Context: an optimization exercise on an open-source flow, tuned for small area. The choices shown serve that exercise and are no tape-out recipe.
The RTL was checked by simulation tests, not by an equivalence proof against the original design.

## flow/design.v (module list and top-level ports; edited modules follow where they fit)
// module ha: 4 lines
// module fa: 4 lines
// module booth_enc: 9 lines
// module mac_col1: 1091 lines
// module mac_col2: 971 lines
// module mac_col3: 971 lines
// module top: 143 lines
module top(input clk,
           input rst_n,
           input weight_select,
           input [7:0] fmaps_in1,
           input [7:0] fmaps_in2,
           input [7:0] fmaps_in3,
           input [7:0] fmaps_in4,
           input [7:0] fmaps_in5,
           input [7:0] fmaps_in6,
           input [7:0] fmaps_in7,
           input [7:0] weight_in1,
           input [7:0] weight_in2,
           input [7:0] weight_in3,
           input [7:0] weight_in4,
           input [7:0] weight_in5,
           output [1:0] cs,
           output [1:0] we,
           output [4:0] fmaps_addr,
           output [5:0] weight_addr,
           output valid,
           output signed [20:0] acc);
  // ...
==> flow/flow/run.sh <==
#!/bin/bash
# The standard synthesis and layout (the standard.sh), with two changes:
# the input and output ports are buffered with sky130_fd_sc_hd__buf_1
# instead of the placer's default buffer cell, and clock tree synthesis
# uses larger sink clusters and no dummy loads.  Each step's output goes to
# a log file of its own in this folder.
set -euo pipefail
bash standard.sh synth > synth.log 2>&1
export BUFFER_PORTS_ARGS="-buffer_cell sky130_fd_sc_hd__buf_1"
export CTS_ARGS="-sink_clustering_enable -repair_clock_nets -dont_use_dummy_load -sink_clustering_size 30 -sink_clustering_max_diameter 100"
bash standard.sh finish > layout.log 2>&1
==> flow/standard.sh <==
#!/bin/bash
# synth_recipe.tcl (not shown) runs the flow's synth.tcl, then flattens the netlist and writes it again
# the make line also repeats each setting of config.mk as NAME=value (left out here)
make -C /OpenROAD-flow-scripts/flow DESIGN_CONFIG=/design/flow/config.mk WORK_HOME=/design/flow/orfs CLKGATE_MAP_FILE= SYNTH_SCRIPT=/design/flow/synth_recipe.tcl "${@:-finish}"
==> flow/config.mk <==
export PLATFORM = sky130hd
export DESIGN_NAME = top
export DESIGN_NICKNAME = top
export VERILOG_FILES = /design/flow/design.v
export SDC_FILE = /design/flow/constraint.sdc
export NUM_CORES = 4
export LEC_CHECK = 0
export CAP_MARGIN = 20
export CORE_MARGIN = 2
export CORE_UTILIZATION = 65
export SLEW_MARGIN = 20
export SYNTH_HIERARCHICAL = 1
export SYNTH_MINIMUM_KEEP_SIZE = 0
==> flow/constraint.sdc <==
create_clock -name core_clock -period 7.0 [get_ports {clk}]
set_input_delay 1.4000 -clock core_clock [delete_from_list [all_inputs] [get_ports {clk}]]
set_output_delay 1.4000 -clock core_clock [all_outputs]
set_load 0.01 [all_outputs]
==> qor.csv, run 1 <==
stage,metric,value,unit
run_status,outcome,finished clean,
finish,share of cells above drive strength 1,9.48,%
finish,multi-input logic area,0.0242,sq mm
synthesis,Post-Synth Simple-Gate Area,6.14,%
routing,Routed Antenna Nets,0,
finish,final-layout fill cell count,3815,
cts,post-CTS setup repair buffer count,0,
finish,bufs w/o clock,317,
synthesis,area of the mapped netlist,0.0338,sq mm
global_routing,first-pass GRT wire length,169000,um
synthesis,most numerous cell in the Yosys netlist,fa_1,
cts,htree depth,1,
floorplan,Tapcells,680,
floorplan,die height,232,um
finish,comb_multi_in,2215,
cts,worst skew pair latency,580,ps
cts,root buffer cell,clkbuf_16,
routing,vias per cell,6.73,
synthesis,Mapped Cells,2957,
finish,multi-input gate share of total cell area,67.7,%
finish,sequential cell area,0.00807,sq mm
run,Max-cap violations,0,
critical_path,WP buf/inv,2,
synthesis,Synth async-reset ratio,25.1,%
critical_path,most frequent CP cell,fa_1,
==> run 2: changes to the inputs <==
--- a/flow/config.mk
+++ b/flow/config.mk
@@ -8,6 +8,7 @@
 export CAP_MARGIN = 20
 export CORE_MARGIN = 2
 export CORE_UTILIZATION = 65
+export PLACE_DENSITY = 0.7
 export SLEW_MARGIN = 20
 export SYNTH_HIERARCHICAL = 1
 export SYNTH_MINIMUM_KEEP_SIZE = 0
==> qor.csv, run 2 <==
stage,metric,value,unit,change
cts,CTS Buf Count,18,,unchanged
placement,Post-Place Worst Slack,28.9,ps,was -118 ps
floorplan,Core Area,0.0514,sq mm,unchanged
finish,Synth-to-Final Area Change,6.09,%,was 5.76%
synthesis,Synth area leader,fa_1,,unchanged
critical_path,Crit Path Class,register to register,,unchanged
synthesis,synth warn,7,,unchanged
cts,Clock Path Buffers,3,,unchanged
critical_path,CP max stage cell,dfstp_4,,was dfxtp_2
sta,final worst-path cycle share,96.7,%,was 98.0%
synthesis,ys flop type,dfxtp_1,,unchanged
sta,setup_tns,0,ps,unchanged
critical_path,Crit path required time,7500,ps,was 7420 ps
sta,slack of the critical path,230,ps,was 142 ps
synthesis,Synth top area share,35.4,%,unchanged
sta,fmax,0.148,GHz,was 0.146 GHz
cts,root buffer cell,clkbuf_16,,unchanged
sta,Worst Max-Slew Pin Slew,919,ps,was 991 ps
run_status,outcome,finished clean,,unchanged
critical_path,CP endpoint kind,register,,unchanged
placement,Post-DP Area,0.0354,sq mm,was 0.0353 sq mm
floorplan,Die X,232,um,unchanged
cts,Sink Count,378,,unchanged
synthesis,synth cell count leaders,"fa_1, xnor2_1, a22oi_1",,unchanged
floorplan,Starting Density,65.8,%,unchanged
routing,DRT Wirelength,116000,um,was 114000 um
routing,DRT iter0 DRCs,2998,,was 2943
floorplan,die height,232,um,unchanged
synthesis,Mapped Avg Cell Area,11.4,sq um,unchanged
routing,Residual DRC,0,,unchanged
sta,endpoints failing setup,0,,unchanged
routing,routed vias,24600,,was 24500
critical_path,crit-path cells,nor2b_1 > fa_1 > fa_1 > fa_1 > fa_1 > fa_1 > fa_1 > fa_1 > fa_1 > fa_1 > ha_1 > ha_1 > a21o_1 > a221o_1 > a211o_1 > o311ai_1,,was buf_4 > buf_4 > xnor2_1 > fa_1 > fa_1 > fa_1 > fa_1 > fa_1 > fa_1 > fa_1 > fa_1 > ha_1 > nand4_1 > nor4_4 > a2111oi_4 > o311ai_1
sta,Final min period,6770,ps,was 6860 ps
sta,slew margin rel.,38.7,%,was 33.9%
synthesis,area of the mapped netlist,0.0338,sq mm,unchanged
cts,clk slew on worst S/H paths,120,ps,was 100 ps
cts,Resize count post-CTS,0,,was 1
cts,post-CTS setup repair buffer count,0,,unchanged
critical_path,CP Launch Type,register,,unchanged
critical_path,Crit Path Max Fanout,19,,was 10
finish,Final Instance Area,0.0359,sq mm,was 0.0358 sq mm
finish,nets,3700,,was 3698
synthesis,Yosys cell types,60,,unchanged
min_path,worst min path class,register to register,,unchanged
global_routing,vias in the first global route,27000,,was 26300
global_routing,Tot GR Track Use,44.6,%,was 43.7%
sta,final hold violation count,0,,unchanged
floorplan,Die ar.,0.0539,sq mm,unchanged
global_routing,"Remaining Overflow, GRT",0,,unchanged
synthesis,number of enable flip-flop cells after synthesis,0,,unchanged
placement,Placer Congestion,0.988,,was 1.02
sta,RSZ-0062 raised after global routing,false,,unchanged
floorplan,Ports,136,,unchanged
cts,CTS tree,built,,unchanged
finish,"commonest non-fill, non-tap cell in the layout",fa_1,,unchanged
synthesis,sequential share of the synthesized area,23.8,%,unchanged
global_routing,first-pass GRT wire length,173000,um,was 169000 um
routing,vias per cell,6.75,,was 6.73
critical_path,Worst EP arrival,7270,ps,was 7280 ps
sta,Layout Skew,120,ps,was 42.1 ps
placement,Post-DP HPWL,84500,um,was 84100 um
critical_path,most frequent CP cell,fa_1,,unchanged
global_routing,largest net degree at the start of global routing,71,,unchanged
finish,share of cells above drive strength 1,9.57,%,was 9.48%
routing,Routed Antenna Nets,0,,unchanged
cts,hold buffers post-CTS,0,,unchanged
placement,IO buf count,133,,unchanged
synthesis,Area contributors post-synth,"fa_1, dfxtp_1, xnor2_1",,unchanged
global_routing,initial antenna violation count,4,,was 3
routing,average wire per standard cell,31.8,um,was 31.3 um
floorplan,row cnt,83,,unchanged
synthesis,Synth async-reset ratio,25.1,%,unchanged
cts,htree depth,1,,unchanged
critical_path,crit-path max cell delay,860,ps,was 640 ps
finish,most used cells in the layout excluding fill and tap cells,"fa_1, xnor2_1, a22oi_1, dfxtp_1, buf_4",,unchanged
synthesis,Mapped Cells,2957,,unchanged
sta,Max Slew Vio Count,0,,unchanged
run,Max-cap violations,0,,unchanged
cts,worst skew pair latency,600,ps,was 580 ps
routing,drt first pass iters,7,,unchanged
synthesis,"FF+latch count, synth",378,,unchanged
synthesis,most numerous cell in the Yosys netlist,fa_1,,unchanged
==> run 2: final cells by class <==
| type | instances | area, sq um |
|---|---|---|
| fill | 3796 | 15500 |
| tap | 680 | 851 |
| antenna | 4 | 10.0 |
| clock buffer | 18 | 450 |
| multi-input combinational | 2215 | 24200 |
| timing repair buffer | 319 | 2190 |
| inverter | 26 | 97.6 |
| sequential | 378 | 8070 |
==> run 2: critical path, delay by kind of cell, from the launching register on <==
family                   cells  cell delay, ps
flip-flops                   1             860
AO/OA/AOI/OAI                4            1050
AND/OR/NAND/NOR              1             120
adder cells (fa/ha/maj)     11            4600
==> run 2: layer usage <==
layer,up-vias,track usage (%),share of wire (%)
li1,9742,-,-
met1,12400,57.5,36
met2,1882,69.2,45
met3,496,12.7,12
met4,6,22.8,6.2
met5,-,0,0.041
==> run 2: through the flow <==
| step | util [%] | std cells | hold WS [ps] |
|---|---|---|---|
| 2_1_floorplan | - | 2958 | 310 |
| 3_3_place_gp | 68.8 | 3617 | 311 |
| 3_5_place_dp | 68.8 | 3617 | 312 |
| 4_1_cts | 69.7 | 3635 | 326 |
| 5_1_grt | 69.8 | 3636 | 322 |
| 6_report | 69.8 | 3640 | 321 |
==> run 2: Yosys stat by module, one instance, submodules excluded <==
module | area [sq um] | cells inside | times used | flip-flops and latches
ha | 12.5 | 1 | 10 | 0
top | 9900 | 648 | 1 | 378
mac_col2 | 3720 | 533 | 1 | 0
mac_col3 | 3720 | 533 | 1 | 0
mac_col1 | 3650 | 528 | 1 | 0
fa | 20.0 | 1 | 597 | 0
booth_enc | 124 | 18 | 6 | 0
==> run 2: cell families (layout without fill, tap and decap cells) <==
group	Yosys count	count (layout)	synth area share [%]
xor+xnor	562	562	14.6
other cells	2	7	0.0222
simple gates	375	375	6.14
mux	49	49	1.62
buf+inv	365	363	4.65
fa+ha+maj	643	643	37.1
compound gates	583	583	12.1
flops	378	378	23.8
==> run 2: path summary, 6_finish.rpt <==
kind                       startpoint        end  slack (ps)  depth (start not counted)
min reg2reg                     h2[2]       o[2]         320                          0
min                             h2[2]       o[2]         320                          0
max                            newwin     s2[19]         230                         16
max in group asynchronous       rst_n    x5_3[3]        5020                          2
min in group asynchronous       rst_n  waddr1[5]         770                          1
max reg2reg                    newwin     s2[19]         230                         16

## what the ideal ports hide
Ports are ideal in the flow. The routed layouts listed here were re-timed in OpenROAD.
Step 1 assumes that a clkbuf_16 drives the clock port and a buf_2 every other input.
Step 2 moves the port delays by t, midway between the first and last clock arrival at a register: inputs arrive t later, outputs are due t later. That takes back most of the time a late clock gives input paths.
a / b / c = ideal / step 1 / step 2; a / b = the first two.
run	shift t [ns]	setup WS [ns]	worst hold slack (ns)	latest minus earliest clock arrival (ns)	cell pins on the clock port's net
run 1	0.621	0.142 / 0.142 / -0.022	0.333 / 0.333 / 0.333	0.044 / 0.043	1
run 2	0.611	0.230 / 0.230 / -0.241	0.321 / 0.321 / 0.321	0.120 / 0.121	1
Met with ideal ports but missed after step 2: setup timing in run 1 and run 2. For run 2, which loses most, drivers alone change the setup slack by 0.000 ns; drivers and shift together by -0.471 ns.
